This design comes from an exercise in tuning for small area and a short achievable clock period on the open sky130 flow, not from production work. At most, simulation tests tie the RTL to the original design; equivalence was not proved. Function not checked in runs 1 to 3: the RTL went through the layout flow alone. No activity file was given, so power comes from the tool's default toggle rates.

## flow/design.v (module list and top-level ports; edited modules follow where they fit)
// module Nbit_reg: 18 lines
// module Nbit_reg_nr: 12 lines
// module lc4_divider: 1596 lines
// module lc4_alu: 83 lines
// module lc4_decoder: 19 lines
// module lc4_regfile: 34 lines
// module lc4_processor: 129 lines
module lc4_processor
   (input  wire        clk,
    input  wire        rst,
    input  wire        gwe,
    output wire [15:0] o_cur_pc,
    input  wire [15:0] i_cur_insn,
    output wire [15:0] o_dmem_addr,
    input  wire [15:0] i_cur_dmem_data,
    output wire        o_dmem_we,
    output wire [15:0] o_dmem_towrite,
    output wire [1:0]  test_stall,
    output wire [15:0] test_cur_pc,
    output wire [15:0] test_cur_insn,
    output wire        test_regfile_we,
    output wire [2:0]  test_regfile_wsel,
    output wire [15:0] test_regfile_data,
    output wire        test_nzp_we,
    output wire [2:0]  test_nzp_new_bits,
    output wire        test_dmem_we,
    output wire [15:0] test_dmem_addr,
    output wire [15:0] test_dmem_data);
  // ...
==> flow/flow/run.sh <==
#!/bin/bash
set -eo pipefail
cd "$(dirname "$0")/.."
export BUFFER_PORTS_ARGS="-buffer_cell sky130_fd_sc_hd__buf_1"
SETUP_SLACK_MARGIN=26 bash standard.sh cts > standard_cts.log 2>&1
bash standard.sh > standard.log 2>&1
==> flow/standard.sh <==
#!/bin/bash
# synth_recipe.tcl (not shown) runs the flow's synth.tcl, then flattens the netlist and writes it again
# the make line also repeats each setting of config.mk as NAME=value (left out here)
make -C /OpenROAD-flow-scripts/flow DESIGN_CONFIG=/design/flow/config.mk WORK_HOME=/design/flow/orfs CLKGATE_MAP_FILE= SYNTH_SCRIPT=/design/flow/synth_recipe.tcl "${@:-finish}"
==> flow/config.mk <==
export PLATFORM = sky130hd
export DESIGN_NAME = lc4_processor
export DESIGN_NICKNAME = lc4_processor
export VERILOG_FILES = /design/flow/design.v
export SDC_FILE = /design/flow/constraint.sdc
export NUM_CORES = 4
export LEC_CHECK = 0
export ABC_AREA = 1
export CAP_MARGIN = 20
export CORE_MARGIN = 2
export CORE_UTILIZATION = 40
export CTS_BUF_LIST = sky130_fd_sc_hd__clkbuf_8
export SLEW_MARGIN = 20
==> flow/constraint.sdc <==
create_clock -name core_clock -period 40.0 [get_ports {clk}]
set_input_delay 8.0000 -clock core_clock [delete_from_list [all_inputs] [get_ports {clk}]]
set_output_delay 8.0000 -clock core_clock [all_outputs]
set_load 0.01 [all_outputs]
==> flow_summary_export.csv, run 1 <==
group,metric,value,unit
worst_setup_path,cp.depth,117,
yosys,yosysSeqAreaShare,0.244,
cells_and_area,dominant_cells,"multi-input gates",
sta,setup_violations,0,
yosys,synth_edf_count,58,
sta,max_clock_freq,0.0691,GHz
yosys,synth_compound_area_frac,0.215,
yosys,synth.yosys.warnings,12,
yosys,synth.largest_area_cell,"dfxtp_1",
yosys,synthSimpleGateAreaFrac,0.345,
power_and_ir_drop,p_sw_frac,0.418,
cells_and_area,seq_area_frac,0.217,
min_path,min_delay_path_depth,0,
worst_setup_path,crit_arrival,15.01,ns
die,die_w,284,µm
cells_and_area,fin_area,35300,µm²
yosys,yosysMostFrequentCell,"nand2_1",
worst_setup_path,cp_common_cell,"nand2_1",
cells_and_area,drive_gt1_frac,0.0956,
sta,worstMarginPinSlew,1.22,ns
yosys,synth.area.top_cells,"dfxtp_1, nand2_1, nand3_1",
cells_and_area,final_nets,5417,
sta,layout_setup_ws,25.52,ns
cells_and_area,clk_share,0.0325,
drt,wl_met2,63200,µm
status,status,"no timing/DRC/antenna violations",
die,start_util,0.404,
cells_and_area,syn_to_final_growth,12.7,%
drt,wl_per_cell,22.7,µm
yosys,synthMuxAreaShare,0,
==> module lc4_processor, before the edit <==
module lc4_processor
   (input  wire        clk,
    input  wire        rst,
    input  wire        gwe,
    output wire [15:0] o_cur_pc,
    input  wire [15:0] i_cur_insn,
    output wire [15:0] o_dmem_addr,
    input  wire [15:0] i_cur_dmem_data,
    output wire        o_dmem_we,
    output wire [15:0] o_dmem_towrite,
    output wire [1:0]  test_stall,
    output wire [15:0] test_cur_pc,
    output wire [15:0] test_cur_insn,
    output wire        test_regfile_we,
    output wire [2:0]  test_regfile_wsel,
    output wire [15:0] test_regfile_data,
    output wire        test_nzp_we,
    output wire [2:0]  test_nzp_new_bits,
    output wire        test_dmem_we,
    output wire [15:0] test_dmem_addr,
    output wire [15:0] test_dmem_data);
   wire        branch_stall;
   wire [15:0] next_pc;
   wire [15:0] pc;
   Nbit_reg #(16, 16'h8200) pc_reg (.in(next_pc), .out(pc), .clk(clk), .we(1'b1), .gwe(gwe), .rst(rst));
   assign o_cur_pc = pc;
   wire [15:0] d_pc, d_raw;
   wire        d_stall;
   Nbit_reg #(16, 16'h8200) d_pc_reg    (.in(pc),           .out(d_pc),    .clk(clk), .we(1'b1), .gwe(gwe), .rst(rst));
   Nbit_reg #(7, 7'h00)     d_rawh_reg  (.in(i_cur_insn[15:9]), .out(d_raw[15:9]), .clk(clk), .we(1'b1), .gwe(gwe), .rst(rst));
   Nbit_reg_nr #(9)         d_rawl_reg  (.in(i_cur_insn[8:0]),  .out(d_raw[8:0]),  .clk(clk), .gwe(gwe));
   Nbit_reg #(1, 1'b1)      d_stall_reg (.in(branch_stall), .out(d_stall), .clk(clk), .we(1'b1), .gwe(gwe), .rst(rst));
   wire [2:0] d_r1sel, d_r2sel;
   lc4_decoder dec_d (.insn(d_raw), .r1sel(d_r1sel), .r2sel(d_r2sel), .wsel(),
                      .regfile_we(), .nzp_we(), .is_load(), .is_store());
   wire [15:0] x_pc, x_raw;
   wire        x_stall;
   wire [2:0]  x_r1sel, x_r2sel;
   Nbit_reg #(16, 16'h8200) x_pc_reg    (.in(d_pc),                   .out(x_pc),    .clk(clk), .we(1'b1), .gwe(gwe), .rst(rst));
   Nbit_reg #(7, 7'h00)     x_rawh_reg  (.in(d_raw[15:9]), .out(x_raw[15:9]), .clk(clk), .we(1'b1), .gwe(gwe), .rst(rst));
   Nbit_reg_nr #(9)         x_rawl_reg  (.in(d_raw[8:0]),  .out(x_raw[8:0]),  .clk(clk), .gwe(gwe));
   Nbit_reg #(1, 1'b1)      x_stall_reg (.in(branch_stall | d_stall), .out(x_stall), .clk(clk), .we(1'b1), .gwe(gwe), .rst(rst));
   Nbit_reg_nr #(3)         x_r1sel_reg (.in(d_r1sel), .out(x_r1sel), .clk(clk), .gwe(gwe));
   Nbit_reg_nr #(3)         x_r2sel_reg (.in(d_r2sel), .out(x_r2sel), .clk(clk), .gwe(gwe));
   wire [15:0] x_ir = x_stall ? 16'h0000 : x_raw;
   wire [15:0] m_pc, m_raw, m_alu, m_rt;
   wire        m_stall;
   wire [15:0] w_pc, w_raw, w_alu, w_data;
   wire        w_stall;
   wire [2:0]  m_wsel, w_wsel;
   wire        m_rfwe, m_nzpwe, m_ld, m_st, w_rfwe, w_nzpwe, w_ld, w_st;
   lc4_decoder dec_m (.insn(m_raw), .r1sel(), .r2sel(), .wsel(m_wsel),
                      .regfile_we(m_rfwe), .nzp_we(m_nzpwe), .is_load(m_ld), .is_store(m_st));
   lc4_decoder dec_w (.insn(w_raw), .r1sel(), .r2sel(), .wsel(w_wsel),
                      .regfile_we(w_rfwe), .nzp_we(w_nzpwe), .is_load(w_ld), .is_store(w_st));
   wire m_we = ~m_stall & m_rfwe;
   wire w_we = ~w_stall & w_rfwe;
   wire [15:0] rf_rs, rf_rt;
   lc4_regfile #(16) regfile (.clk(clk), .gwe(gwe), .rst(rst),
                              .i_rs(x_r1sel), .o_rs_data(rf_rs),
                              .i_rt(x_r2sel), .o_rt_data(rf_rt),
                              .i_rd(w_wsel), .i_wdata(test_regfile_data), .i_rd_we(w_we));
   wire [2:0] x_wsel;
   wire       x_rfwe;
   lc4_decoder dec_x (.insn(x_raw), .r1sel(), .r2sel(), .wsel(x_wsel),
                      .regfile_we(x_rfwe), .nzp_we(), .is_load(), .is_store());
   wire x_we = ~x_stall & x_rfwe;
   wire mx_rs_n = x_we & (d_r1sel == x_wsel);
   wire mx_rt_n = x_we & (d_r2sel == x_wsel);
   wire wx_rs_n = m_we & (d_r1sel == m_wsel) & ~mx_rs_n;
   wire wx_rt_n = m_we & (d_r2sel == m_wsel) & ~mx_rt_n;
   wire mx_rs, mx_rt, wx_rs, wx_rt;
   Nbit_reg #(4, 4'b0000) byp_reg (.in({mx_rs_n, mx_rt_n, wx_rs_n, wx_rt_n}), .out({mx_rs, mx_rt, wx_rs, wx_rt}),
                                   .clk(clk), .we(1'b1), .gwe(gwe), .rst(rst));
   wire [15:0] rs_byp = mx_rs ? m_alu : (wx_rs ? w_alu : rf_rs);
   wire x_shift = x_ir[15:12] == 4'b1010 & x_ir[5:4] != 2'b11;
   wire [15:0] sh_onehot = 16'd1 << x_ir[3:0];
   wire [15:0] rt_byp = x_shift ? sh_onehot : (mx_rt ? m_alu : (wx_rt ? w_alu : rf_rt));
   wire [15:0] alu_out, alu_addsum;
   lc4_alu alu (.i_insn(x_ir), .i_pc(x_pc), .i_r1data(rs_byp), .i_r2data(rt_byp),
                .o_result(alu_out), .o_addsum(alu_addsum));
   wire [2:0] m_nzp = m_alu[15] ? 3'b100 : (|m_alu ? 3'b001 : 3'b010);
   wire [2:0] nzp_q;
   wire m_nzp_we = ~m_stall & m_nzpwe;
   wire w_nzp_we = ~w_stall & w_nzpwe;
   wire [2:0] nzp_byp = m_nzp_we ? m_nzp : (w_nzp_we ? test_nzp_new_bits : nzp_q);
   wire [3:0] x_op = x_ir[15:12];
   wire should_branch = (x_op == 4'b0000) & |(x_ir[11:9] & nzp_byp);
   wire x_ctl = x_op == 4'b1111 | x_op == 4'b1100 | x_op == 4'b1000 | x_op == 4'b0100;
   assign branch_stall = should_branch | x_ctl;
   wire [15:0] pc_inc = pc + 16'd1;
   wire x_jsr  = x_ir[15:11] == 5'b01001;
   wire x_jmp  = x_ir[15:11] == 5'b11001;
   wire x_to_rs = x_op == 4'b1000 | x_ir[15:11] == 5'b11000 | x_ir[15:11] == 5'b01000;
   assign next_pc = x_to_rs ? rs_byp :
                    (x_op == 4'b1111) ? {8'h80, x_ir[7:0]} :
                    x_jsr ? {x_pc[15], x_ir[10:0], 4'b0} :
                    (should_branch | x_jmp) ? alu_addsum : pc_inc;
   Nbit_reg #(16, 16'h8200) m_pc_reg    (.in(x_pc),    .out(m_pc),    .clk(clk), .we(1'b1), .gwe(gwe), .rst(rst));
   Nbit_reg #(7, 7'h00)     m_rawh_reg  (.in(x_raw[15:9]), .out(m_raw[15:9]), .clk(clk), .we(1'b1), .gwe(gwe), .rst(rst));
   Nbit_reg_nr #(9)         m_rawl_reg  (.in(x_raw[8:0]),  .out(m_raw[8:0]),  .clk(clk), .gwe(gwe));
   Nbit_reg #(1, 1'b1)      m_stall_reg (.in(x_stall), .out(m_stall), .clk(clk), .we(1'b1), .gwe(gwe), .rst(rst));
   Nbit_reg #(16, 16'h0000) m_alu_reg   (.in(alu_out), .out(m_alu),   .clk(clk), .we(1'b1), .gwe(gwe), .rst(rst));
   Nbit_reg_nr #(16)        m_rt_reg    (.in(rf_rt),   .out(m_rt),    .clk(clk), .gwe(gwe));
   assign o_dmem_we      = ~m_stall & m_st;
   assign o_dmem_addr    = (m_ld | m_st) ? m_alu : 16'h0000;
   assign o_dmem_towrite = m_st ? m_rt : 16'h0000;
   wire [15:0] m_data    = m_ld ? i_cur_dmem_data : (m_st ? m_rt : 16'h0000);
   Nbit_reg #(16, 16'h8200) w_pc_reg    (.in(m_pc),    .out(w_pc),    .clk(clk), .we(1'b1), .gwe(gwe), .rst(rst));
   Nbit_reg #(7, 7'h00)     w_rawh_reg  (.in(m_raw[15:9]), .out(w_raw[15:9]), .clk(clk), .we(1'b1), .gwe(gwe), .rst(rst));
   Nbit_reg_nr #(9)         w_rawl_reg  (.in(m_raw[8:0]),  .out(w_raw[8:0]),  .clk(clk), .gwe(gwe));
   Nbit_reg #(1, 1'b1)      w_stall_reg (.in(m_stall), .out(w_stall), .clk(clk), .we(1'b1), .gwe(gwe), .rst(rst));
   Nbit_reg #(16, 16'h0000) w_alu_reg   (.in(m_alu),   .out(w_alu),   .clk(clk), .we(1'b1), .gwe(gwe), .rst(rst));
   Nbit_reg #(16, 16'h0000) w_data_reg  (.in(m_data),  .out(w_data),  .clk(clk), .we(1'b1), .gwe(gwe), .rst(rst));
   wire [3:0] w_op = w_raw[15:12];
   wire w_link = ~w_stall & (w_op == 4'b1111 | w_op == 4'b0100);
   assign test_regfile_data = w_ld ? w_data : (w_link ? m_pc : w_alu);
   assign test_cur_pc       = w_pc;
   assign test_cur_insn     = w_stall ? 16'h0000 : w_raw;
   assign test_regfile_we   = w_we;
   assign test_regfile_wsel = w_wsel;
   assign test_nzp_we       = w_nzp_we;
   assign test_dmem_we      = ~w_stall & w_st;
   assign test_dmem_addr    = (w_ld | w_st) ? w_alu : 16'h0000;
   assign test_dmem_data    = w_data;
   assign test_stall        = {w_stall, 1'b0};
   assign test_nzp_new_bits = test_regfile_data[15] ? 3'b100 : (|test_regfile_data ? 3'b001 : 3'b010);
   Nbit_reg #(3, 3'b000) nzp_reg (.in(test_nzp_new_bits), .out(nzp_q), .clk(clk), .we(w_nzp_we), .gwe(gwe), .rst(rst));
endmodule
==> run 2, diff against run 1 <==
--- a/flow/design.v
+++ b/flow/design.v
@@ -1811,13 +1811,10 @@
                       .regfile_we(), .nzp_we(), .is_load(), .is_store());
    wire [15:0] x_pc, x_raw;
    wire        x_stall;
-   wire [2:0]  x_r1sel, x_r2sel;
    Nbit_reg #(16, 16'h8200) x_pc_reg    (.in(d_pc),                   .out(x_pc),    .clk(clk), .we(1'b1), .gwe(gwe), .rst(rst));
    Nbit_reg #(7, 7'h00)     x_rawh_reg  (.in(d_raw[15:9]), .out(x_raw[15:9]), .clk(clk), .we(1'b1), .gwe(gwe), .rst(rst));
    Nbit_reg_nr #(9)         x_rawl_reg  (.in(d_raw[8:0]),  .out(x_raw[8:0]),  .clk(clk), .gwe(gwe));
    Nbit_reg #(1, 1'b1)      x_stall_reg (.in(branch_stall | d_stall), .out(x_stall), .clk(clk), .we(1'b1), .gwe(gwe), .rst(rst));
-   Nbit_reg_nr #(3)         x_r1sel_reg (.in(d_r1sel), .out(x_r1sel), .clk(clk), .gwe(gwe));
-   Nbit_reg_nr #(3)         x_r2sel_reg (.in(d_r2sel), .out(x_r2sel), .clk(clk), .gwe(gwe));
    wire [15:0] x_ir = x_stall ? 16'h0000 : x_raw;
    wire [15:0] m_pc, m_raw, m_alu, m_rt;
    wire        m_stall;
@@ -1833,9 +1830,14 @@
    wire w_we = ~w_stall & w_rfwe;
    wire [15:0] rf_rs, rf_rt;
    lc4_regfile #(16) regfile (.clk(clk), .gwe(gwe), .rst(rst),
-                              .i_rs(x_r1sel), .o_rs_data(rf_rs),
-                              .i_rt(x_r2sel), .o_rt_data(rf_rt),
+                              .i_rs(d_r1sel), .o_rs_data(rf_rs),
+                              .i_rt(d_r2sel), .o_rt_data(rf_rt),
                               .i_rd(w_wsel), .i_wdata(test_regfile_data), .i_rd_we(w_we));
+   wire [15:0] d_rs = (w_we & (d_r1sel == w_wsel)) ? test_regfile_data : rf_rs;
+   wire [15:0] d_rt = (w_we & (d_r2sel == w_wsel)) ? test_regfile_data : rf_rt;
+   wire [15:0] x_rs, x_rt;
+   Nbit_reg_nr #(16) x_rs_reg (.in(d_rs), .out(x_rs), .clk(clk), .gwe(gwe));
+   Nbit_reg_nr #(16) x_rt_reg (.in(d_rt), .out(x_rt), .clk(clk), .gwe(gwe));
    wire [2:0] x_wsel;
    wire       x_rfwe;
    lc4_decoder dec_x (.insn(x_raw), .r1sel(), .r2sel(), .wsel(x_wsel),
@@ -1848,10 +1850,10 @@
    wire mx_rs, mx_rt, wx_rs, wx_rt;
    Nbit_reg #(4, 4'b0000) byp_reg (.in({mx_rs_n, mx_rt_n, wx_rs_n, wx_rt_n}), .out({mx_rs, mx_rt, wx_rs, wx_rt}),
                                    .clk(clk), .we(1'b1), .gwe(gwe), .rst(rst));
-   wire [15:0] rs_byp = mx_rs ? m_alu : (wx_rs ? w_alu : rf_rs);
+   wire [15:0] rs_byp = mx_rs ? m_alu : (wx_rs ? w_alu : x_rs);
    wire x_shift = x_ir[15:12] == 4'b1010 & x_ir[5:4] != 2'b11;
    wire [15:0] sh_onehot = 16'd1 << x_ir[3:0];
-   wire [15:0] rt_byp = x_shift ? sh_onehot : (mx_rt ? m_alu : (wx_rt ? w_alu : rf_rt));
+   wire [15:0] rt_byp = x_shift ? sh_onehot : (mx_rt ? m_alu : (wx_rt ? w_alu : x_rt));
    wire [15:0] alu_out, alu_addsum;
    lc4_alu alu (.i_insn(x_ir), .i_pc(x_pc), .i_r1data(rs_byp), .i_r2data(rt_byp),
                 .o_result(alu_out), .o_addsum(alu_addsum));
@@ -1877,7 +1879,7 @@
    Nbit_reg_nr #(9)         m_rawl_reg  (.in(x_raw[8:0]),  .out(m_raw[8:0]),  .clk(clk), .gwe(gwe));
    Nbit_reg #(1, 1'b1)      m_stall_reg (.in(x_stall), .out(m_stall), .clk(clk), .we(1'b1), .gwe(gwe), .rst(rst));
    Nbit_reg #(16, 16'h0000) m_alu_reg   (.in(alu_out), .out(m_alu),   .clk(clk), .we(1'b1), .gwe(gwe), .rst(rst));
-   Nbit_reg_nr #(16)        m_rt_reg    (.in(rf_rt),   .out(m_rt),    .clk(clk), .gwe(gwe));
+   Nbit_reg_nr #(16)        m_rt_reg    (.in(x_rt),    .out(m_rt),    .clk(clk), .gwe(gwe));
    assign o_dmem_we      = ~m_stall & m_st;
    assign o_dmem_addr    = (m_ld | m_st) ? m_alu : 16'h0000;
    assign o_dmem_towrite = m_st ? m_rt : 16'h0000;
==> flow/flow/run.sh (replaced) <==
#!/bin/bash
set -eo pipefail
cd "$(dirname "$0")/.."
export BUFFER_PORTS_ARGS="-buffer_cell sky130_fd_sc_hd__buf_1"
SETUP_SLACK_MARGIN=27 bash standard.sh cts > standard_cts.log 2>&1
bash standard.sh > standard.log 2>&1
--- a/flow/config.mk
+++ b/flow/config.mk
@@ -8,6 +8,6 @@
 export ABC_AREA = 1
 export CAP_MARGIN = 20
 export CORE_MARGIN = 2
-export CORE_UTILIZATION = 40
+export CORE_UTILIZATION = 55
 export CTS_BUF_LIST = sky130_fd_sc_hd__clkbuf_8
 export SLEW_MARGIN = 20
==> run 2 against run 1 <==
Effect of this change:
- still clean
- global-route usage rose by 8.8 points
- non-clock buffer count fell by 13
- sequential share of layout area rose by 1.6 points
- sequential power rose by 7.8%
- first-iteration DRC count rose by 1.8%
- combinational power rose by 91%
- worst setup slack improved by 0.92 ns
- die area fell by 23%
- clock power rose by about 10%
- clock-buffer cell count rose by 2
- critical path depth fell by 18
- critical endpoint is now m_alu_reg.state[3]
==> flow_summary_export.csv, run 2 <==
group,metric,value,unit
cells_and_area,drive_gt1_frac,0.0969,
worst_setup_path,criticalPathCategory,"reg2reg",
yosys,synth_cell_types,73,
die,placement_rows,89,
cells_and_area,final_cell_mix,"nand2_1, inv_1, nand3_1, nor2_1, o21ai_0",
clocking,cts.path.max_buffers,3,
sta,min_period,13.56,ns
die,die_area,61800,µm²
sta,period_share,0.339,
cells_and_area,final_util,0.615,
drt,viasPerCell,6.24,
sta,setup_violations,0,
sta,rsz0062_at_grt,"false",
sta,fin_setup_tns,0,ns
clocking,clk-insertion-delay-late,0.67,ns
worst_setup_path,worstReg2RegStart,"x_rawl_reg.state[4]",
drt,drt_first_pass_iters,7,
cells_and_area,syn_to_final_growth,10.3,%
min_path,min_delay_path_depth,0,
die,pin_count,175,
clocking,clk_pin_slew,0.07,ns
cells_and_area,final_common_cell,"nand2_1",
power_and_ir_drop,ir_drop,49.0,µV
place,gp_congestion,1.03,
clocking,cts_made_buffers,57,
power_and_ir_drop,total_power,1.62,mW
worst_setup_path,cp_slowest_cell,"edfxtp_1",
yosys,syn-cell-area,32900,µm²
worst_setup_path,worstSetupStartpointType,"flop",
min_path,worstHoldStart,"m_rawl_reg.state[0]",
yosys,yosysMostFrequentCell,"nand2_1",
power_and_ir_drop,leakage,16.4,nW
clocking,clock-sinks,379,
grt,grt_overflow_total,0,
die,core-area,59000,µm²
drt,dr.first_iter.drc_count,4905,
worst_setup_path,regToRegSetupSlack,26.44,ns
yosys,async_flop_share,0,
clocking,htreeDepth,2,
yosys,yosysSeqAreaShare,0.256,
yosys,synth.yosys.warnings,11,
die,die_h,249,µm
worst_setup_path,critPathCaptureType,"flop",
yosys,synth_edf_count,84,
job,drv_cap,0,
worst_setup_path,crit_start,"x_rawl_reg.state[4]",
sta,clock_skew,0.0592,ns
drt,wirelength,140000,µm
drt,route.vias.total,38400,
sta,finalHoldViolations,0,
yosys,synthCells,5181,
sta,worstMarginPinSlew,1.18,ns
drt,final_antenna_net_count,0,
worst_setup_path,cp_common_cell,"nand2_1",
die,die_w,249,µm
yosys,synth_common_cells,"nand2_1, inv_1, nand3_1",
grt,antenna_found_initial,2,
yosys,yosys_most_used_dff,"dfxtp_1",
place,place_inst,6009,
grt,track_usage,0.431,
status,status,"no timing/DRC/antenna violations",
grt,grt_max_degree,129,
yosys,synth.largest_area_cell,"dfxtp_1",
cells_and_area,fin_cells,6159,
worst_setup_path,reg2reg_depth,99,
yosys,avgSynthCellArea,6.35,µm²
worst_setup_path,rr_endpoint,"m_alu_reg.state[3]",
power_and_ir_drop,pwr_density_cell,44.8,nW/µm²
grt,grt_pass1_wl,209000,µm
yosys,synth.area.top_cells,"dfxtp_1, nand2_1, edfxtp_1",
worst_setup_path,crit_arrival,14.08,ns
sta,slew_headroom,0.207,
worst_setup_path,cp.required,40.53,ns
drt,drc_errors,0,
clocking,cts_tree,"done",
sta,holdWs,0.412,ns
sta,maxSlewViolCount,0,
sta,max_clock_freq,0.0738,GHz
cells_and_area,fillers,5872,
yosys,yosys.area.top_type_share,0.180,
die,start_util,0.557,
place,port_buffers,173,
yosys,ys_seq_elements,379,
place,dp_hpwl,101000,µm
drt,wl_per_cell,22.7,µm
clocking,root_buffer,"clkbuf_8",
worst_setup_path,crit_end,"m_alu_reg.state[3]",
worst_setup_path,critPathMaxStageDelay,0.56,ns
min_path,holdCritPathClass,"reg2reg",
cells_and_area,final_nets,5452,
worst_setup_path,crit_fanout,23,
yosys,synth_nets,5296,
grt,grt_pass1_vias,35200,
-- run 2: cell type report --
type                       count  area, µm²  share of cell area
clock inverter                39        307             0.00845
tap                          773        967              0.0267
clock buffer                  68        936              0.0258
sequential                   379       8430               0.232
timing repair buffer         310       1820              0.0501
multi-input combinational   3872      21100               0.581
inverter                     716       2720              0.0750
antenna                        1       2.50           0.0000690
timing repair inverter         1       7.51            0.000207
-- run 2: timing repair --
action                                  4_1_cts  5_1_grt
endpoints found under the setup margin       16        0
buffers inserted                             38        0
hold buffers                                  0        0
gates resized for setup                      84        0
-- run 2: how the worst min path moves through the flow --
stage | end | slack (ns)
6_report | w_rawl_reg.state[0] | 0.41
5_1_grt | x_rawl_reg.state[5] | 0.43
4_1_cts | x_rawl_reg.state[3] | 0.41
3_5_place_dp | w_rawl_reg.state[0] | 0.40
3_3_place_gp | x_rawl_reg.state[3] | 0.40
2_1_floorplan | w_rawl_reg.state[0] | 0.40
-- run 2: per-stage QoR --
stage	area (µm²)	setup slack, ns
after floorplan	32900	28.72
after global placement	34300	24.34
after detailed placement	34300	24.16
after CTS	36300	27.01
after global routing	36300	25.39
final	36300	26.44
-- run 2: kinds of logic after synthesis --
family	share of synthesized area
and+or+nand+nor	0.342
AOI/OAI and AO/OA	0.213
buffers and inverters	0.117
DFF	0.256
xor gates and xnor gates	0.0398
adders and majority gates	0.0311
other	0.000114
-- run 2: layer usage --
layer	share of wire	wire (µm)	global-route usage	vias to the layer above
met5	0	0	0	-
met4	0.078	11000	0.292	0
met3	0.11	15000	0.0711	566
met2	0.43	59600	0.667	2466
met1	0.39	54100	0.551	17500
li1	-	-	-	17800
-- run 2: power by group --
group / internal, mW / leakage, nW / total [mW] / switching [mW]
logic: 0.255 / 12.5 / 0.846 / 0.591
clock network: 0.188 / 0.727 / 0.351 / 0.164
registers: 0.410 / 3.24 / 0.426 / 0.0161
total: 0.853 / 16.4 / 1.62 / 0.771
-- run 2: critical path, delay by kind of cell (launching register included) --
family | cells | cell delay [ns]
and+or+nand+nor | 81 | 9.84
AOI/OAI and AO/OA | 7 | 1.55
buffers and inverters | 10 | 1.16
DFF | 1 | 0.56
adders and majority gates | 1 | 0.24
==> module lc4_alu, before the edit <==
module lc4_alu(input  wire [15:0] i_insn,
               input  wire [15:0] i_pc,
               input  wire [15:0] i_r1data,
               input  wire [15:0] i_r2data,
               output wire [15:0] o_result,
               output wire [15:0] o_addsum);
   wire [15:0] insn = i_insn;
   wire [3:0]  op   = insn[15:12];
   wire [2:0]  sub  = insn[5:3];
   wire [15:0] rs   = i_r1data;
   wire [15:0] rt   = i_r2data;
   wire op0 = op == 4'b0000, op1 = op == 4'b0001, op2 = op == 4'b0010, op3 = op == 4'b0011;
   wire op4 = op == 4'b0100, op5 = op == 4'b0101, op6 = op == 4'b0110, op7 = op == 4'b0111;
   wire op8 = op == 4'b1000, op9 = op == 4'b1001, opA = op == 4'b1010, opB = op == 4'b1011;
   wire opC = op == 4'b1100, opD = op == 4'b1101, opE = op == 4'b1110, opF = op == 4'b1111;
   wire ar_add  = op1 & (sub == 3'b000);
   wire ar_sub  = op1 & (sub == 3'b010);
   wire ar_addi = op1 & insn[5];
   wire is_cmp  = op2 | op3 | opB | opE;        
   wire cmp_rt  = op2 & ~insn[8];               
   wire cmp_sgn = op2 & ~insn[7];               
   wire [15:0] imm7 = {{9{insn[6] & cmp_sgn}}, insn[6:0]};
   wire [15:0] cmp_b = cmp_rt ? rt : imm7;
   wire use_pc = op0 | opC;
   wire [15:0] add_a = use_pc ? i_pc : rs;
   reg  [15:0] add_b;
   reg         add_c;
   always @(*) begin
      if (op0)            begin add_b = {{7{insn[8]}}, insn[8:0]};   add_c = 1'b1; end
      else if (opC)       begin add_b = {{5{insn[10]}}, insn[10:0]}; add_c = 1'b1; end
      else if (ar_add)    begin add_b = rt;                          add_c = 1'b0; end
      else if (ar_sub)    begin add_b = ~rt;                         add_c = 1'b1; end
      else if (ar_addi)   begin add_b = {{11{insn[4]}}, insn[4:0]};  add_c = 1'b0; end
      else if (op6 | op7) begin add_b = {{10{insn[5]}}, insn[5:0]};  add_c = 1'b0; end
      else                begin add_b = ~cmp_b;                      add_c = 1'b1; end
   end
   wire [16:0] sum = {1'b0, add_a} + {1'b0, add_b} + {16'b0, add_c};
   assign o_addsum = sum[15:0];
   wire lt_u = ~sum[16];
   wire lt   = (cmp_sgn & (rs[15] ^ cmp_b[15])) ? rs[15] : lt_u;
   wire eq   = ~|sum[15:0];
   wire [15:0] cmp_o = lt ? 16'hFFFF : {15'b0, ~eq};
   wire is_sll = insn[5:4] == 2'b00;
   wire is_sra = insn[5:4] == 2'b01;
   wire sra_neg = opA & is_sra & rs[15];
   wire [15:0] mul_o, div_q, div_r;
   lc4_divider dv (.i_dividend(rs ^ {16{sra_neg}}), .i_divisor(rt),
                   .i_mul((op1 & (sub == 3'b001)) | (opA & is_sll)),
                   .o_remainder(div_r), .o_quotient(div_q), .o_product(mul_o));
   wire s_add  = op0 | (op1 & ~(sub == 3'b001) & ~(sub == 3'b011)) | op6 | op7 | (opC & insn[11]);
   wire s_mul  = (op1 & (sub == 3'b001)) | (opA & is_sll);
   wire s_div  = (op1 & (sub == 3'b011)) | (opA & (insn[5:4] == 2'b10)) | (opA & is_sra & ~rs[15]);
   wire s_ndiv = sra_neg;
   wire s_and  = op5 & (sub == 3'b000);
   wire s_not  = op5 & (sub == 3'b001);
   wire s_or   = op5 & (sub == 3'b010);
   wire s_xor  = op5 & (sub == 3'b011);
   wire s_andi = op5 & insn[5];
   wire s_mod  = opA & (insn[5:4] == 2'b11);
   wire s_const = op9;
   wire s_hic  = opD;
   wire s_rs   = op8 | (opC & ~insn[11]) | (op4 & ~insn[11]);
   wire s_trap = opF;
   wire s_jsr  = op4 & insn[11];
   wire [15:0] imm5 = {{11{insn[4]}}, insn[4:0]};
   assign o_result =
        ({16{s_add}}   & sum[15:0])
      | ({16{s_mul}}   & mul_o)
      | ({16{s_div}}   & div_q)
      | ({16{s_ndiv}}  & ~div_q)
      | ({16{s_mod}}   & div_r)
      | ({16{s_and}}   & (rs & rt))
      | ({16{s_not}}   & ~rs)
      | ({16{s_or}}    & (rs | rt))
      | ({16{s_xor}}   & (rs ^ rt))
      | ({16{s_andi}}  & (rs & imm5))
      | ({16{is_cmp}}  & cmp_o)
      | ({16{s_const}} & {{7{insn[8]}}, insn[8:0]})
      | ({16{s_hic}}   & {insn[7:0], rs[7:0]})
      | ({16{s_rs}}    & rs)
      | ({16{s_trap}}  & {8'h80, insn[7:0]})
      | ({16{s_jsr}}   & {i_pc[15], insn[10:0], 4'b0});
endmodule
==> run 3, diff against run 2 <==
--- a/flow/design.v
+++ b/flow/design.v
@@ -1674,22 +1674,34 @@
    wire lt   = (cmp_sgn & (rs[15] ^ cmp_b[15])) ? rs[15] : lt_u;
    wire eq   = ~|sum[15:0];
    wire [15:0] cmp_o = lt ? 16'hFFFF : {15'b0, ~eq};
-   wire is_sll = insn[5:4] == 2'b00;
-   wire is_sra = insn[5:4] == 2'b01;
-   wire sra_neg = opA & is_sra & rs[15];
    wire [15:0] mul_o, div_q, div_r;
-   lc4_divider dv (.i_dividend(rs ^ {16{sra_neg}}), .i_divisor(rt),
-                   .i_mul((op1 & (sub == 3'b001)) | (opA & is_sll)),
+   lc4_divider dv (.i_dividend(rs), .i_divisor(rt), .i_mul(op1 & (sub == 3'b001)),
                    .o_remainder(div_r), .o_quotient(div_q), .o_product(mul_o));
+   wire is_sll = insn[5:4] == 2'b00;
+   wire is_sra = insn[5:4] == 2'b01;
+   wire [15:0] rs_rev;
+   genvar gi;
+   for (gi = 0; gi < 16; gi = gi + 1) begin : rev_in
+      assign rs_rev[gi] = rs[15-gi];
+   end
+   wire [15:0] sh_in = is_sll ? rs_rev : rs;
+   wire        fill  = is_sra & rs[15];
+   wire [31:0] sh_ext = {{16{fill}}, sh_in};
+   wire [15:0] sh_out = sh_ext >> insn[3:0];
+   wire [15:0] sll_o;
+   for (gi = 0; gi < 16; gi = gi + 1) begin : rev_out
+      assign sll_o[gi] = sh_out[15-gi];
+   end
    wire s_add  = op0 | (op1 & ~(sub == 3'b001) & ~(sub == 3'b011)) | op6 | op7 | (opC & insn[11]);
-   wire s_mul  = (op1 & (sub == 3'b001)) | (opA & is_sll);
-   wire s_div  = (op1 & (sub == 3'b011)) | (opA & (insn[5:4] == 2'b10)) | (opA & is_sra & ~rs[15]);
-   wire s_ndiv = sra_neg;
+   wire s_mul  = op1 & (sub == 3'b001);
+   wire s_div  = op1 & (sub == 3'b011);
    wire s_and  = op5 & (sub == 3'b000);
    wire s_not  = op5 & (sub == 3'b001);
    wire s_or   = op5 & (sub == 3'b010);
    wire s_xor  = op5 & (sub == 3'b011);
    wire s_andi = op5 & insn[5];
+   wire s_sll  = opA & is_sll;
+   wire s_sr   = opA & (insn[5:4] == 2'b01 | insn[5:4] == 2'b10);
    wire s_mod  = opA & (insn[5:4] == 2'b11);
    wire s_const = op9;
    wire s_hic  = opD;
@@ -1701,13 +1713,14 @@
         ({16{s_add}}   & sum[15:0])
       | ({16{s_mul}}   & mul_o)
       | ({16{s_div}}   & div_q)
-      | ({16{s_ndiv}}  & ~div_q)
       | ({16{s_mod}}   & div_r)
       | ({16{s_and}}   & (rs & rt))
       | ({16{s_not}}   & ~rs)
       | ({16{s_or}}    & (rs | rt))
       | ({16{s_xor}}   & (rs ^ rt))
       | ({16{s_andi}}  & (rs & imm5))
+      | ({16{s_sll}}   & sll_o)
+      | ({16{s_sr}}    & sh_out)
       | ({16{is_cmp}}  & cmp_o)
       | ({16{s_const}} & {{7{insn[8]}}, insn[8:0]})
       | ({16{s_hic}}   & {insn[7:0], rs[7:0]})
@@ -1851,9 +1864,7 @@
    Nbit_reg #(4, 4'b0000) byp_reg (.in({mx_rs_n, mx_rt_n, wx_rs_n, wx_rt_n}), .out({mx_rs, mx_rt, wx_rs, wx_rt}),
                                    .clk(clk), .we(1'b1), .gwe(gwe), .rst(rst));
    wire [15:0] rs_byp = mx_rs ? m_alu : (wx_rs ? w_alu : x_rs);
-   wire x_shift = x_ir[15:12] == 4'b1010 & x_ir[5:4] != 2'b11;
-   wire [15:0] sh_onehot = 16'd1 << x_ir[3:0];
-   wire [15:0] rt_byp = x_shift ? sh_onehot : (mx_rt ? m_alu : (wx_rt ? w_alu : x_rt));
+   wire [15:0] rt_byp = mx_rt ? m_alu : (wx_rt ? w_alu : x_rt);
    wire [15:0] alu_out, alu_addsum;
    lc4_alu alu (.i_insn(x_ir), .i_pc(x_pc), .i_r1data(rs_byp), .i_r2data(rt_byp),
                 .o_result(alu_out), .o_addsum(alu_addsum));
@@ -1892,7 +1903,8 @@
    Nbit_reg #(16, 16'h0000) w_data_reg  (.in(m_data),  .out(w_data),  .clk(clk), .we(1'b1), .gwe(gwe), .rst(rst));
    wire [3:0] w_op = w_raw[15:12];
    wire w_link = ~w_stall & (w_op == 4'b1111 | w_op == 4'b0100);
-   assign test_regfile_data = w_ld ? w_data : (w_link ? m_pc : w_alu);
+   wire [15:0] w_pc_inc = w_pc + 16'd1;
+   assign test_regfile_data = w_ld ? w_data : (w_link ? w_pc_inc : w_alu);
    assign test_cur_pc       = w_pc;
    assign test_cur_insn     = w_stall ? 16'h0000 : w_raw;
    assign test_regfile_we   = w_we;
==> flow/flow/run.sh (replaced) <==
#!/bin/bash
set -eo pipefail
cd "$(dirname "$0")/.."
SETUP_SLACK_MARGIN=27 bash standard.sh cts > standard_cts.log 2>&1
bash standard.sh > standard.log 2>&1
--- a/flow/config.mk
+++ b/flow/config.mk
@@ -8,6 +8,5 @@
 export ABC_AREA = 1
 export CAP_MARGIN = 20
 export CORE_MARGIN = 2
-export CORE_UTILIZATION = 55
-export CTS_BUF_LIST = sky130_fd_sc_hd__clkbuf_8
+export CORE_UTILIZATION = 40
 export SLEW_MARGIN = 20
==> run 3 against run 2 <==
Effect of this change:
- critical endpoint is now m_alu_reg.state[4]
- largest power group unchanged
- core utilization fell by 15 points
- non-clock buffer count fell by 1
- cell area rose by 3.9%
- synthesized cell count rose by 2.6%
- critical path depth fell by 6
- still clean on timing, DRC and antenna
==> flow_summary_export.csv, run 3 <==
group,metric,value,unit
clocking,cts_tree,"done",
clocking,clock-sinks,379,
yosys,avgSynthCellArea,6.22,µm²
clocking,cts_made_buffers,38,
yosys,synth.largest_area_cell,"dfxtp_1",
grt,antenna_found_initial,3,
min_path,holdCritPathClass,"reg2reg",
place,dp_hpwl,111000,µm
drt,wl_per_cell,23.1,µm
yosys,syn-cell-area,33100,µm²
drt,drc_errors,0,
sta,worstMarginPinSlew,1.20,ns
cells_and_area,fillers,8796,
yosys,synth_fa_ha_area_frac,0.0325,
yosys,synth_top_family_by_area,"simple AND/OR/NAND/NOR gates",
worst_setup_path,critPathMaxStageDelay,0.36,ns
power_and_ir_drop,pwr_density_cell,39.7,nW/µm²
clocking,clk_pin_slew,0.07,ns
sta,period_share,0.334,
die,die_area,85000,µm²
grt,track_usage,0.341,
yosys,yosys.area.top_type_share,0.179,
yosys,synth_nets,5434,
clocking,htreeDepth,2,
yosys,synth.area.top_cells,"dfxtp_1, nand2_1, inv_1",
yosys,yosys_most_used_dff,"dfxtp_1",
die,die_w,291,µm
status,status,"no timing/DRC/antenna violations",
clocking,root_buffer,"clkbuf_16",
worst_setup_path,cp.required,40.45,ns
place,placed_area,36100,µm²
clocking,clk-insertion-delay-late,0.55,ns
sta,holdWs,0.414,ns
grt,grt_overflow_total,0,
place,port_buffers,173,
grt,grt_max_degree,96,
yosys,synth.yosys.warnings,11,
drt,m1WireLength,62500,µm
cells_and_area,final_nets,5555,
cells_and_area,drive_gt1_frac,0.0807,
yosys,synthMuxAreaShare,0.00182,
drt,dr.first_iter.drc_count,4538,
sta,max_clock_freq,0.0748,GHz
place,gp_congestion,1.03,
worst_setup_path,cp_common_cell,"nand2_1",
cells_and_area,final_cell_mix,"nand2_1, inv_1, nand3_1, o21ai_0, nor2_1",
sta,min_period,13.36,ns
yosys,synth_compound_area_frac,0.224,
drt,route.vias.total,38800,
yosys,synthCells,5315,
die,pin_count,175,
yosys,yosysMostFrequentCell,"nand2_1",
cells_and_area,final_common_cell,"nand2_1",
cells_and_area,final_util,0.460,
drt,dr_wl_met3,14500,µm
cells_and_area,syn_to_final_growth,14.1,%
yosys,synthSimpleGateAreaFrac,0.333,
clocking,hold_buffers,0,
yosys,synth-xor-area-share,0.0388,
yosys,ys_seq_elements,379,
clocking,cts.path.max_buffers,3,
sta,maxSlewViolCount,0,
die,die_h,291,µm
drt,wl_met2,65000,µm
worst_setup_path,regToRegSetupSlack,26.64,ns
yosys,synth_edf_count,84,
worst_setup_path,criticalPathCategory,"reg2reg",
job,drv_cap,0,
worst_setup_path,cp_slowest_cell,"dfxtp_1",
power_and_ir_drop,leakage,17.0,nW
die,start_util,0.403,
cells_and_area,fin_area,37700,µm²
worst_setup_path,crit_fanout,24,
grt,grt_pass1_wl,223000,µm
worst_setup_path,worstSetupStartpointType,"flop",
yosys,yosysSeqAreaShare,0.255,
sta,fin_setup_tns,0,ns
power_and_ir_drop,ir_drop,32.2,µV
drt,viasPerCell,5.94,
drt,final_antenna_net_count,0,
power_and_ir_drop,total_power,1.50,mW
yosys,async_flop_share,0,
die,placement_rows,105,
drt,drt_first_pass_iters,6,
drt,wirelength,151000,µm
drt,highest_layer,"met5",
sta,clock_skew,0.0181,ns
yosys,synth_cell_types,75,
worst_setup_path,crit_arrival,13.81,ns
sta,slew_headroom,0.179,
sta,rsz0062_at_grt,"false",
worst_setup_path,critPathCaptureType,"flop",
yosys,synth_common_cells,"nand2_1, inv_1, nand3_1",
sta,setup_violations,0,
sta,finalHoldViolations,0,
die,core-area,82000,µm²
grt,grt_pass1_vias,35300,
==> run 3: cell count changes after synthesis, sizes merged, moves of 13 or more <==
cell,before,now
a21oi,317,336
clkbuf,151,174
inv,688,710
nand2,1307,1294
nand3,524,505
nor2,411,440
o2111ai,29,15
o21ai,416,486
o22ai,137,155
o31ai,15,0
==> run 3: cells by family (layout without fill, tap and decap cells) <==
| logic type | Yosys count | after routing |
|---|---|---|
| AND/OR/NAND/NOR | 2487 | 2487 |
| AO/OA/AOI/OAI | 1248 | 1248 |
| buffers and inverters | 968 | 1116 |
| flip-flops | 379 | 379 |
| XOR/XNOR | 142 | 142 |
| adder cells (fa/ha/maj) | 84 | 84 |
| multiplexers | 6 | 6 |
| other | 1 | 2 |
==> run 3: final timing paths <==
check,from,endpoint,depth (start not counted)
setup / recovery,byp_reg.state[2],m_alu_reg.state[4],93
hold / removal,m_rawl_reg.state[2],w_rawl_reg.state[2],0
setup reg to reg,byp_reg.state[2],m_alu_reg.state[4],93
hold reg to reg,m_rawl_reg.state[2],w_rawl_reg.state[2],0
==> run 3: report_power, final <==
part / switching [mW] / leakage [nW] / total, mW / internal [mW]
sequential: 0.0139 / 3.24 / 0.423 / 0.409
combinational: 0.495 / 13.2 / 0.713 / 0.218
clock: 0.162 / 0.600 / 0.361 / 0.199
==> run 3: timing repair <==
action,CTS,global route
setup buffers,22,0
resized for setup,48,0
endpoints found under the hold margin,0,0
setup endpoints to repair,18,0
==> run 3: area by class of cell <==
| class | instances | area, µm² | area share |
|---|---|---|---|
| repair buffers | 309 | 2870 | 0.0761 |
| diodes | 1 | 2.50 | 0.0000663 |
| clock buffers | 47 | 1040 | 0.0275 |
| inverters | 740 | 2810 | 0.0746 |
| multi-input cells | 3968 | 21000 | 0.558 |
| well taps | 1070 | 1340 | 0.0355 |
| clock inverters | 20 | 179 | 0.00474 |
| flip-flops and latches | 379 | 8430 | 0.223 |
==> run 3: worst max-delay path: cells and delay by family (launching register included) <==
family	cells	cell delay, ns
adders and majority gates	1	0.33
DFF	1	0.36
buffers and inverters	10	1.41
AOI/OAI and AO/OA	9	1.78
and+or+nand+nor	73	9.29
==> run 3: per-layer routing <==
metal	up-vias	GRT usage
li1	18200	-
met1	18100	0.457
met2	2161	0.529
met3	416	0.0543
met4	4	0.173
met5	-	0
==> run 3: through the flow <==
step           std cells  setup WS, ns
4_1_cts             6533         27.05
6_report            6534         26.64
5_1_grt             6533         25.30
2_1_floorplan       5315         29.11
3_3_place_gp        6443         25.30
3_5_place_dp        6444         25.07
==> run 4, diff against run 3 <==
--- a/flow/design.v
+++ b/flow/design.v
@@ -1903,8 +1903,7 @@
    Nbit_reg #(16, 16'h0000) w_data_reg  (.in(m_data),  .out(w_data),  .clk(clk), .we(1'b1), .gwe(gwe), .rst(rst));
    wire [3:0] w_op = w_raw[15:12];
    wire w_link = ~w_stall & (w_op == 4'b1111 | w_op == 4'b0100);
-   wire [15:0] w_pc_inc = w_pc + 16'd1;
-   assign test_regfile_data = w_ld ? w_data : (w_link ? w_pc_inc : w_alu);
+   assign test_regfile_data = w_ld ? w_data : (w_link ? m_pc : w_alu);
    assign test_cur_pc       = w_pc;
    assign test_cur_insn     = w_stall ? 16'h0000 : w_raw;
    assign test_regfile_we   = w_we;
==> flow/flow/run.sh (replaced) <==
#!/bin/bash
set -eo pipefail
cd "$(dirname "$0")/.."
export BUFFER_PORTS_ARGS="-buffer_cell sky130_fd_sc_hd__buf_1"
SETUP_SLACK_MARGIN=28.7 bash standard.sh cts > standard_cts.log 2>&1
bash standard.sh > standard.log 2>&1
--- a/flow/config.mk
+++ b/flow/config.mk
@@ -9,4 +9,5 @@
 export CAP_MARGIN = 20
 export CORE_MARGIN = 2
 export CORE_UTILIZATION = 40
+export CTS_BUF_LIST = sky130_fd_sc_hd__clkbuf_8
 export SLEW_MARGIN = 20
==> run 4 against run 3 <==
Effect of this change:
- cell area grew 4.1%
- global-route usage rose by 1.3 points
- flip-flop and latch count stayed put
- worst setup slack better by 1.6 ns
- sequential share of layout area fell by 0.87 points
- synthesized area decreased by 1.4%
- worst hold slack better by 0.0054 ns
- largest cell class unchanged
- largest power group unchanged
==> flow_summary_export.csv, run 4 <==
group,metric,value,unit
status,status,"no timing/DRC/antenna violations",
job,drv_cap,0,
grt,met1_usage,0.464,
power_and_ir_drop,p_int,0.859,mW
yosys,synth_common_cells,"nand2_1, inv_1, o21ai_0",
worst_setup_path,crit_fanout,7,
power_and_ir_drop,total_power,1.55,mW
yosys,ys_seq_elements,379,
clocking,cts_tree,"done",
place,gp_congestion,1.03,
power_and_ir_drop,p_sw_frac,0.446,
grt,grt_max_degree,111,
yosys,synth.yosys.warnings,11,
power_and_ir_drop,leakage,17.7,nW
worst_setup_path,worstReg2RegStart,"m_alu_reg.state[9]",
cells_and_area,final_cell_mix,"nand2_1, inv_1, o21ai_0, nor2_1, nand3_1",
die,die_area,83800,µm²
power_and_ir_drop,power.switching,0.692,mW
clocking,clock-sinks,379,
grt,grt.busiest_layer,"met2",
power_and_ir_drop,clkPwrFrac,0.233,
drt,viasPerCell,5.98,
sta,clock_skew,0.0220,ns
grt,met2_usage,0.543,
sta,worstMarginPinSlew,1.13,ns
sta,setup_violations,0,
yosys,syn-cell-area,32600,µm²
worst_setup_path,cp.required,40.54,ns
yosys,synth.area.top_cells,"dfxtp_1, nand2_1, edfxtp_1",
place,port_buffers,173,
min_path,holdCritPathClass,"reg2reg",
die,die_h,289,µm
worst_setup_path,crit_arrival,12.35,ns
yosys,yosys.area.top_type_share,0.181,
drt,wl_per_cell,23.1,µm
die,die_w,289,µm
yosys,yosysSeqAreaShare,0.259,
grt,grt_use_met3,0.0675,
worst_setup_path,crit_start,"m_alu_reg.state[9]",
yosys,synth_cell_types,75,
grt,grt_overflow_total,0,
sta,rsz0062_at_grt,"false",
yosys,avgSynthCellArea,6.27,µm²
die,pin_count,175,
cells_and_area,final_common_cell,"nand2_1",
yosys,yosys_most_used_dff,"dfxtp_1",
sta,period_share,0.295,
yosys,yosysMostFrequentCell,"nand2_1",
die,core-area,80500,µm²
yosys,synthCells,5198,
sta,max_clock_freq,0.0847,GHz
sta,fin_setup_tns,0,ns
drt,route.vias.total,39600,
worst_setup_path,critPathCaptureType,"flop",
yosys,synth.largest_area_cell,"dfxtp_1",
worst_setup_path,critPathMaxStageDelay,0.42,ns
cells_and_area,syn_to_final_growth,20.5,%
worst_setup_path,cp_slowest_cell,"dfxtp_1",
cells_and_area,fin_area,39300,µm²
cells_and_area,fillers,8259,
drt,drt_first_pass_iters,6,
clocking,cts_made_buffers,57,
drt,wirelength,153000,µm
min_path,worstHoldStart,"m_rawl_reg.state[1]",
clocking,root_buffer,"clkbuf_8",
drt,final_antenna_net_count,0,
grt,track_usage,0.354,
power_and_ir_drop,pwr_density_cell,39.5,nW/µm²
yosys,synth_edf_count,84,
power_and_ir_drop,ir_drop,32.9,µV
sta,finalHoldViolations,0,
clocking,clk-insertion-delay-late,0.65,ns
worst_setup_path,worstSetupStartpointType,"flop",
power_and_ir_drop,power_frac_comb,0.494,
grt,grt_pass1_vias,36700,
yosys,synth_nets,5316,
die,placement_rows,104,
clocking,cts.path.max_buffers,3,
drt,dr.first_iter.drc_count,4872,
power_and_ir_drop,p_seq_frac,0.273,
die,start_util,0.405,
grt,antenna_found_initial,2,
worst_setup_path,cp_common_cell,"nand2_1",
clocking,htreeDepth,2,
worst_setup_path,criticalPathCategory,"reg2reg",
sta,min_period,11.81,ns
place,placed_area,34500,µm²
sta,maxSlewViolCount,0,
grt,grt_pass1_wl,227000,µm
cells_and_area,final_nets,5632,
sta,slew_headroom,0.239,
place,dp_hpwl,107000,µm
clocking,clk_pin_slew,0.07,ns
drt,drc_errors,0,
cells_and_area,drive_gt1_frac,0.151,
yosys,async_flop_share,0,
==> run 4: final timing paths <==
path / endpoint / slack (ns) / cells after the start
setup / recovery: m_alu_reg.state[2] / 28.19 / 95
hold / removal: w_rawl_reg.state[1] / 0.42 / 0
setup reg to reg: m_alu_reg.state[2] / 28.19 / 95
hold reg to reg: w_rawl_reg.state[1] / 0.42 / 0
==> run 4: power groups by stage <==
stage,clock (mW),sequential [mW],combinational (mW)
finish,0.361,0.423,0.767
global placement,0,0.431,0.627
detailed placement,0,0.431,0.628
global route,0.380,0.424,0.827
CTS,0.364,0.423,0.737
floorplan,0,0.426,0.449
==> run 4: layout make-up <==
| class | count | area [µm²] | area share |
|---|---|---|---|
| diodes | 1 | 2.50 | 0.0000637 |
| clock buffers | 73 | 1000 | 0.0256 |
| clock inverters | 32 | 273 | 0.00694 |
| inverters | 664 | 2580 | 0.0657 |
| multi-input cells | 3931 | 22000 | 0.561 |
| flip-flops and latches | 379 | 8440 | 0.215 |
| well taps | 1060 | 1330 | 0.0338 |
| repair buffers | 481 | 3640 | 0.0926 |
==> run 4: cell families (layout without fill, tap and decap cells) <==
family | Yosys count | count (layout) | synth area share
simple gates | 2439 | 2444 | 0.331
compound gates | 1258 | 1259 | 0.231
buf+inv | 894 | 1250 | 0.107
flops | 379 | 379 | 0.259
xor+xnor | 138 | 138 | 0.0379
fa+ha+maj | 83 | 83 | 0.0325
mux | 6 | 6 | 0.00184
other cells | 1 | 2 | 0.000115
==> run 4: metal layers <==
metal	wire length (µm)	up-vias
li1	-	18300
met1	61800	18400
met2	64800	2445
met3	16600	496
met4	9750	2
met5	16	-
==> run 4: timing repair <==
item                       CTS  global route
setup buffers              185             0
setup endpoints to repair   41             0
gates resized for setup    405             0
hold buffers                 0             0
==> run 4: worst max-delay path: cells and delay by family (launching register included) <==
kind / cells / cell delay (ns)
buffers and inverters: 12 / 1.40
and+or+nand+nor: 74 / 7.81
adders and majority gates: 1 / 0.23
AOI/OAI and AO/OA: 8 / 1.79
DFF: 1 / 0.42
==> run 4: metrics by stage <==
stage	hold slack, ns	setup slack [ns]	utilization	cells
global route	0.427	27.06	0.488	6621
CTS	0.419	28.70	0.487	6618
global placement	0.401	25.40	0.429	6311
finish	0.420	28.19	0.488	6621
detailed placement	0.405	25.37	0.429	6311
floorplan	0.400	29.24	-	5198
==> run 5, diff against run 4 <==
==> flow/flow/run.sh (replaced) <==
#!/bin/bash
set -eo pipefail
cd "$(dirname "$0")/.."
export BUFFER_PORTS_ARGS="-buffer_cell sky130_fd_sc_hd__buf_1"
SETUP_SLACK_MARGIN=28 bash standard.sh cts > standard_cts.log 2>&1
bash standard.sh > standard.log 2>&1
==> run 5 against run 4 <==
Effect of this change:
- non-clock buffer count is 118 lower
- critical path depth is 5 lower
- clock skew is 0.0035 ns higher
- sequential power hardly changed
- critical path type unchanged
==> flow_summary_export.csv, run 5 <==
group,metric,value,unit
status,status,"no timing/DRC/antenna violations",
worst_setup_path,regToRegSetupSlack,27.62,ns
yosys,synth_compound_area_frac,0.231,
yosys,yosysMostFrequentCell,"nand2_1",
cells_and_area,final_common_cell,"nand2_1",
place,dp_hpwl,107000,µm
sta,clock_skew,0.0255,ns
sta,finalHoldViolations,0,
power_and_ir_drop,power_frac_comb,0.469,
yosys,syn-cell-area,32600,µm²
worst_setup_path,cp_slowest_cell,"dfxtp_4",
yosys,synthMuxAreaShare,0.00184,
yosys,synth-xor-area-share,0.0379,
die,die_w,289,µm
sta,maxSlewViolCount,0,
place,port_buffers,173,
power_and_ir_drop,p_seq_frac,0.286,
min_path,worstHoldStart,"m_rawl_reg.state[1]",
grt,antenna_found_initial,2,
die,start_util,0.405,
grt,grt_max_degree,111,
power_and_ir_drop,clkPwrFrac,0.244,
die,die_h,289,µm
place,dpl_worst_slack,25.37,ns
clocking,clk_pin_slew,0.07,ns
power_and_ir_drop,ir_drop,32.9,µV
sta,slew_headroom,0.236,
sta,layout_setup_ws,27.62,ns
yosys,synth_nets,5316,
worst_setup_path,crit_fanout,43,
place,gp_congestion,1.03,
yosys,synth_top_family_by_area,"simple AND/OR/NAND/NOR gates",
power_and_ir_drop,total_power,1.48,mW
sta,worstMarginPinSlew,1.14,ns
cells_and_area,final_cell_mix,"nand2_1, inv_1, o21ai_0, nand3_1, nor2_1",
clocking,clk-insertion-delay-late,0.65,ns
min_path,min_delay_path_depth,0,
grt,track_usage,0.342,
sta,rsz0062_at_grt,"false",
sta,setup_violations,0,
worst_setup_path,crit_arrival,12.92,ns
clocking,root_buffer,"clkbuf_8",
yosys,synth.yosys.warnings,11,
grt,grt_pass1_wl,220000,µm
worst_setup_path,critPathMaxStageDelay,0.45,ns
sta,max_clock_freq,0.0808,GHz
power_and_ir_drop,pwr_density_cell,39.7,nW/µm²
drt,drc_errors,0,
power_and_ir_drop,leakage,16.7,nW
cells_and_area,syn_to_final_growth,14.2,%
yosys,ys_seq_elements,379,
worst_setup_path,cp_top_family,"simple AND/OR/NAND/NOR gates",
worst_setup_path,cp.required,40.54,ns
sta,min_period,12.38,ns
yosys,yosys_most_used_dff,"dfxtp_1",
drt,route.vias.total,38800,
drt,dr.first_iter.drc_count,4647,
die,die_area,83800,µm²
job,drv_cap,0,
drt,drt_first_pass_iters,9,
die,core-area,80500,µm²
clocking,cts_tree,"done",
clocking,cts_made_buffers,57,
drt,final_antenna_net_count,0,
min_path,holdCritPathClass,"reg2reg",
clocking,htreeDepth,2,
cells_and_area,drive_gt1_frac,0.106,
worst_setup_path,worstReg2RegStart,"byp_reg.state[0]",
yosys,synth.area.top_cells,"dfxtp_1, nand2_1, edfxtp_1",
cells_and_area,final_nets,5510,
worst_setup_path,rr_endpoint,"m_alu_reg.state[3]",
worst_setup_path,cp_common_cell,"nand2_1",
worst_setup_path,reg2reg_depth,90,
yosys,synthSimpleGateAreaFrac,0.331,
drt,wl_per_cell,22.8,µm
yosys,async_flop_share,0,
grt,grt_pass1_vias,35600,
yosys,synth_edf_count,84,
yosys,yosysSeqAreaShare,0.259,
power_and_ir_drop,p_sw_frac,0.446,
yosys,yosys.area.top_type_share,0.181,
yosys,avgSynthCellArea,6.27,µm²
sta,fin_setup_tns,0,ns
worst_setup_path,crit_buf_inv,8,
sta,holdWs,0.419,ns
power_and_ir_drop,p_int,0.818,mW
min_path,hold_end,"w_rawl_reg.state[1]",
worst_setup_path,worstSetupStartpointType,"flop",
die,pin_count,175,
worst_setup_path,criticalPathCategory,"reg2reg",
worst_setup_path,critPathCaptureType,"flop",
power_and_ir_drop,power.switching,0.660,mW
clocking,cts.path.max_buffers,3,
drt,wirelength,148000,µm
drt,viasPerCell,5.97,
die,placement_rows,104,
yosys,synth_fa_ha_area_frac,0.0325,
yosys,synth_cell_types,75,
clocking,clock-sinks,379,
yosys,synth_common_cells,"nand2_1, inv_1, o21ai_0",
cells_and_area,fillers,8425,
yosys,synth.largest_area_cell,"dfxtp_1",
grt,grt_overflow_total,0,
sta,period_share,0.309,
yosys,synthCells,5198,
## run 5: worst max-delay path by stage
stage	from	endpoint	slack, ns	cells past startpoint
after floorplan	byp_reg.state[2]	m_alu_reg.state[12]	29.24	96
after global placement	byp_reg.state[0]	m_alu_reg.state[11]	25.40	93
after detailed placement	byp_reg.state[0]	m_alu_reg.state[15]	25.37	91
after CTS	byp_reg.state[0]	m_alu_reg.state[3]	28.01	103
after global routing	byp_reg.state[0]	m_alu_reg.state[4]	26.19	101
final	byp_reg.state[0]	m_alu_reg.state[3]	27.62	90
## run 5: cells by family after synthesis
kind of cell / count (synthesis)
compound gates: 1258
simple gates: 2439
buf+inv: 894
flops: 379
mux: 6
xor+xnor: 138
fa+ha+maj: 83
other cells: 1
## run 5: area by class of cell
class,instances,area (µm²),share of cell area
Clock buffer,73,1000,0.0270
Sequential cell,379,8430,0.227
Inverter,664,2540,0.0682
Timing Repair Buffer,363,2430,0.0653
Clock inverter,32,273,0.00733
Antenna cell,1,2.50,0.0000672
Tap cell,1060,1330,0.0356
Multi-Input combinational cell,3927,21200,0.570
## run 5: stage by stage
step                cells  instance area [µm²]   util
global placement     6311                34500  0.429
finish               6499                37200  0.462
CTS                  6497                37200  0.462
detailed placement   6311                34500  0.429
global route         6499                37200  0.462
floorplan            5198                32600      -
## run 5: routing by layer
layer,global-route usage,vias up,share of wire
li1,-,18000,-
met1,0.453,18100,0.41
met2,0.531,2222,0.43
met3,0.0587,444,0.10
met4,0.185,0,0.059
met5,0,-,0
## run 5: power by group through the flow
stage | Sequential, mW | Clock (mW) | Combinational (mW)
after floorplan | 0.426 | 0 | 0.449
after global placement | 0.431 | 0 | 0.627
after detailed placement | 0.431 | 0 | 0.628
after CTS | 0.423 | 0.364 | 0.671
after global routing | 0.424 | 0.380 | 0.756
final | 0.423 | 0.361 | 0.694
## run 5: timing repair
item | in CTS | in global routing
hold buffers | 0 | 0
gates resized for setup | 153 | 0
hold endpoints to repair | 0 | 0
setup buffers | 75 | 0
setup endpoints to repair | 17 | 0
==> run 6, diff against run 5 <==
==> flow/flow/run.sh (replaced) <==
#!/bin/bash
set -eo pipefail
cd "$(dirname "$0")/.."
export BUFFER_PORTS_ARGS="-buffer_cell sky130_fd_sc_hd__buf_1"
SETUP_SLACK_MARGIN=28 bash standard.sh cts > standard_cts.log 2>&1
SETUP_SLACK_MARGIN=27.5 bash standard.sh > standard.log 2>&1
==> run 6 against run 5 <==
Effect of this change:
- still clean
- register-to-register slack gained 0.37 ns
- worst hold slack is essentially flat
- synthesized cell count is the same
- highest routed layer unchanged
==> flow_summary_export.csv, run 6 <==
group,metric,value,unit
status,status,"no timing/DRC/antenna violations",
worst_setup_path,crit_fanout,32,
worst_setup_path,critPathMaxStageDelay,0.52,ns
drt,final_antenna_net_count,0,
sta,finalHoldViolations,0,
clocking,hold_buffers,0,
die,pin_count,175,
grt,grt_pass1_wl,220000,µm
drt,drt_first_pass_iters,7,
power_and_ir_drop,pwr_density_cell,39.5,nW/µm²
yosys,yosysSeqAreaShare,0.259,
clocking,root_buffer,"clkbuf_8",
yosys,synth_cell_types,75,
yosys,synth.largest_area_cell,"dfxtp_1",
yosys,yosysMostFrequentCell,"nand2_1",
drt,drc_errors,0,
yosys,yosys_most_used_dff,"dfxtp_1",
clocking,clk_pin_slew,0.06,ns
yosys,async_flop_share,0,
yosys,yosys.area.top_type_share,0.181,
grt,grt_pass1_vias,35600,
sta,worstMarginPinSlew,1.20,ns
yosys,synth_common_cells,"nand2_1, inv_1, o21ai_0",
cells_and_area,final_cell_mix,"nand2_1, inv_1, o21ai_0, nor2_1, nand3_1",
drt,wl_per_cell,22.9,µm
cells_and_area,drive_gt1_frac,0.160,
clocking,cts_made_buffers,57,
worst_setup_path,crit_chain,"inv_1, nor3_1, a31oi_1, nor2_2, buf_4, nand2_1, o211ai_1, o21ai_0, nor4_1, nand4_1, inv_1, nor2_1, buf_1",
grt,antenna_found_initial,2,
clocking,clk-insertion-delay-late,0.65,ns
worst_setup_path,crit_arrival,4.10,ns
sta,holdWs,0.420,ns
yosys,ys_seq_elements,379,
die,die_w,289,µm
yosys,synth_edf_count,84,
drt,viasPerCell,5.97,
cells_and_area,fillers,8269,
worst_setup_path,cp_slowest_cell,"nor4_1",
drt,route.vias.total,39500,
yosys,synth.area.top_cells,"dfxtp_1, nand2_1, edfxtp_1",
sta,min_period,12.10,ns
sta,slew_headroom,0.199,
clocking,clock-sinks,379,
worst_setup_path,regToRegSetupSlack,27.99,ns
worst_setup_path,critPathCaptureType,"output pin",
drt,dr.first_iter.drc_count,5006,
place,gp_congestion,1.03,
power_and_ir_drop,ir_drop,32.9,µV
die,core-area,80500,µm²
cells_and_area,final_nets,5636,
yosys,syn-cell-area,32600,µm²
drt,wirelength,152000,µm
cells_and_area,syn_to_final_growth,20.5,%
yosys,avgSynthCellArea,6.27,µm²
sta,period_share,0.303,
worst_setup_path,cp.required,32.00,ns
worst_setup_path,cp_common_cell,"inv_1",
sta,clock_skew,0.0239,ns
worst_setup_path,reg2reg_depth,98,
yosys,synth_nets,5316,
place,dp_hpwl,107000,µm
sta,max_clock_freq,0.0826,GHz
place,port_buffers,173,
power_and_ir_drop,total_power,1.55,mW
min_path,min_delay_path_depth,0,
cells_and_area,fin_cells,6625,
place,place_inst,6311,
sta,maxSlewViolCount,0,
grt,track_usage,0.342,
sta,rsz0062_at_grt,"true",
yosys,synth.yosys.warnings,11,
worst_setup_path,worstSetupStartpointType,"flop",
clocking,cts.path.max_buffers,3,
clocking,htreeDepth,2,
die,die_h,289,µm
job,drv_cap,0,
grt,grt_max_degree,111,
min_path,holdCritPathClass,"reg2reg",
yosys,synthCells,5198,
grt,grt_overflow_total,0,
die,placement_rows,104,
cells_and_area,final_common_cell,"nand2_1",
worst_setup_path,criticalPathCategory,"reg2out",
sta,setup_violations,0,
die,die_area,83800,µm²
place,placed_area,34500,µm²
cells_and_area,fin_area,39300,µm²
die,start_util,0.405,
power_and_ir_drop,leakage,17.6,nW
sta,fin_setup_tns,0,ns
clocking,cts_tree,"done",
## run 6: cell counts after synthesis
No cell type changed its count.
## run 6: layout make-up
cell class / instances / area, µm² / area share
Sequential cell: 379 / 8440 / 0.215
Antenna cell: 1 / 2.50 / 0.0000637
Tap cell: 1060 / 1330 / 0.0338
Multi-Input combinational cell: 3935 / 22200 / 0.566
Inverter: 664 / 2560 / 0.0651
Clock buffer: 73 / 1000 / 0.0256
Timing Repair Buffer: 481 / 3470 / 0.0883
Clock inverter: 32 / 273 / 0.00694
## run 6: where the power goes
group          switching, mW  internal, mW
Combinational          0.514         0.254
Clock                  0.164         0.196
Sequential            0.0145         0.409
## run 6: cell families after synthesis
group                    after synthesis  synth area share
multiplexers                           6           0.00184
AND/OR/NAND/NOR                     2439             0.331
flip-flops                           379             0.259
other                                  1          0.000115
AO/OA/AOI/OAI                       1258             0.231
XOR/XNOR                             138            0.0379
buffers and inverters                894             0.107
adder cells (fa/ha/maj)               83            0.0325
## run 6: timing repair
item | in CTS | in global routing
gates cloned | 6 | 12
pin swaps | 38 | 138
endpoints found under the setup margin | 17 | 16
resized for setup | 153 | 280
setup buffers | 75 | 114
## run 6: routing by layer
layer / global-route usage / part of all wire / wire length [µm]
met5: 0 / 0 / 0
met4: 0.185 / 0.063 / 9610
met3: 0.0587 / 0.10 / 15700
met2: 0.531 / 0.43 / 65000
met1: 0.453 / 0.41 / 61600
## run 6: path summary, 6_finish.rpt
kind,to,startpoint
setup / recovery,test_nzp_new_bits[0],w_rawh_reg.state[6]
hold / removal,x_rawl_reg.state[5],d_rawl_reg.state[5]
setup reg to reg,m_alu_reg.state[10],byp_reg.state[0]
hold reg to reg,x_rawl_reg.state[5],d_rawl_reg.state[5]
## run 6: through the flow
stage	setup WS, ns	utilization
floorplan	29.24	-
global placement	25.40	0.429
detailed placement	25.37	0.429
CTS	28.01	0.462
global route	27.25	0.488
finish	27.90	0.488
## run 6: worst max-delay path, delay by kind of cell, from the launching register on
kind	cells	cell delay [ns]
buffers and inverters	4	0.78
DFF	1	0.39
and+or+nand+nor	6	1.67
AOI/OAI and AO/OA	3	0.62

[re-timing with driven ports]
In the flow no input, the clock included, has a driving cell. The finished layouts below were timed again as built, in two steps. Step 1 sets driving cells, clkbuf_16 on the clock port and buf_2 on the other inputs (assumed; they add their load-dependent delay and slew). Step 2 adds t to the input delays and takes it off the output delays; t is the mean of the earliest and latest rising clock arrival at the registers after step 1. Input paths then give back, and output paths get back, about the clock's delay inside the block. a / b / c = ideal / step 1 / step 2; a / b = the first two.
| run | t, ns | setup slack, ns | worst hold slack (ns) | worst setup path at the end | latest minus earliest clock arrival (ns) |
|---|---|---|---|---|---|
| run 1 | 0.722 | 25.524 / 25.524 / 25.524 | 0.418 / 0.418 / 0.418 | register to register | 0.057 / 0.057 |
| run 2 | 0.696 | 26.443 / 26.443 / 26.443 | 0.412 / 0.412 / 0.412 | register to register | 0.060 / 0.059 |
| run 3 | 0.611 | 26.638 / 26.638 / 26.638 | 0.414 / 0.414 / 0.414 | register to register | 0.019 / 0.019 |
| run 4 | 0.696 | 28.192 / 28.192 / 28.192 | 0.420 / 0.420 / 0.420 | register to register | 0.023 / 0.022 |
| run 5 | 0.700 | 27.623 / 27.623 / 27.623 | 0.419 / 0.419 / 0.419 | register to register | 0.026 / 0.027 |
| run 6 | 0.696 | 27.897 / 27.834 / 27.990 | 0.420 / 0.420 / 0.420 | register to register | 0.024 / 0.024 |
After both steps every run listed still meets setup and hold.
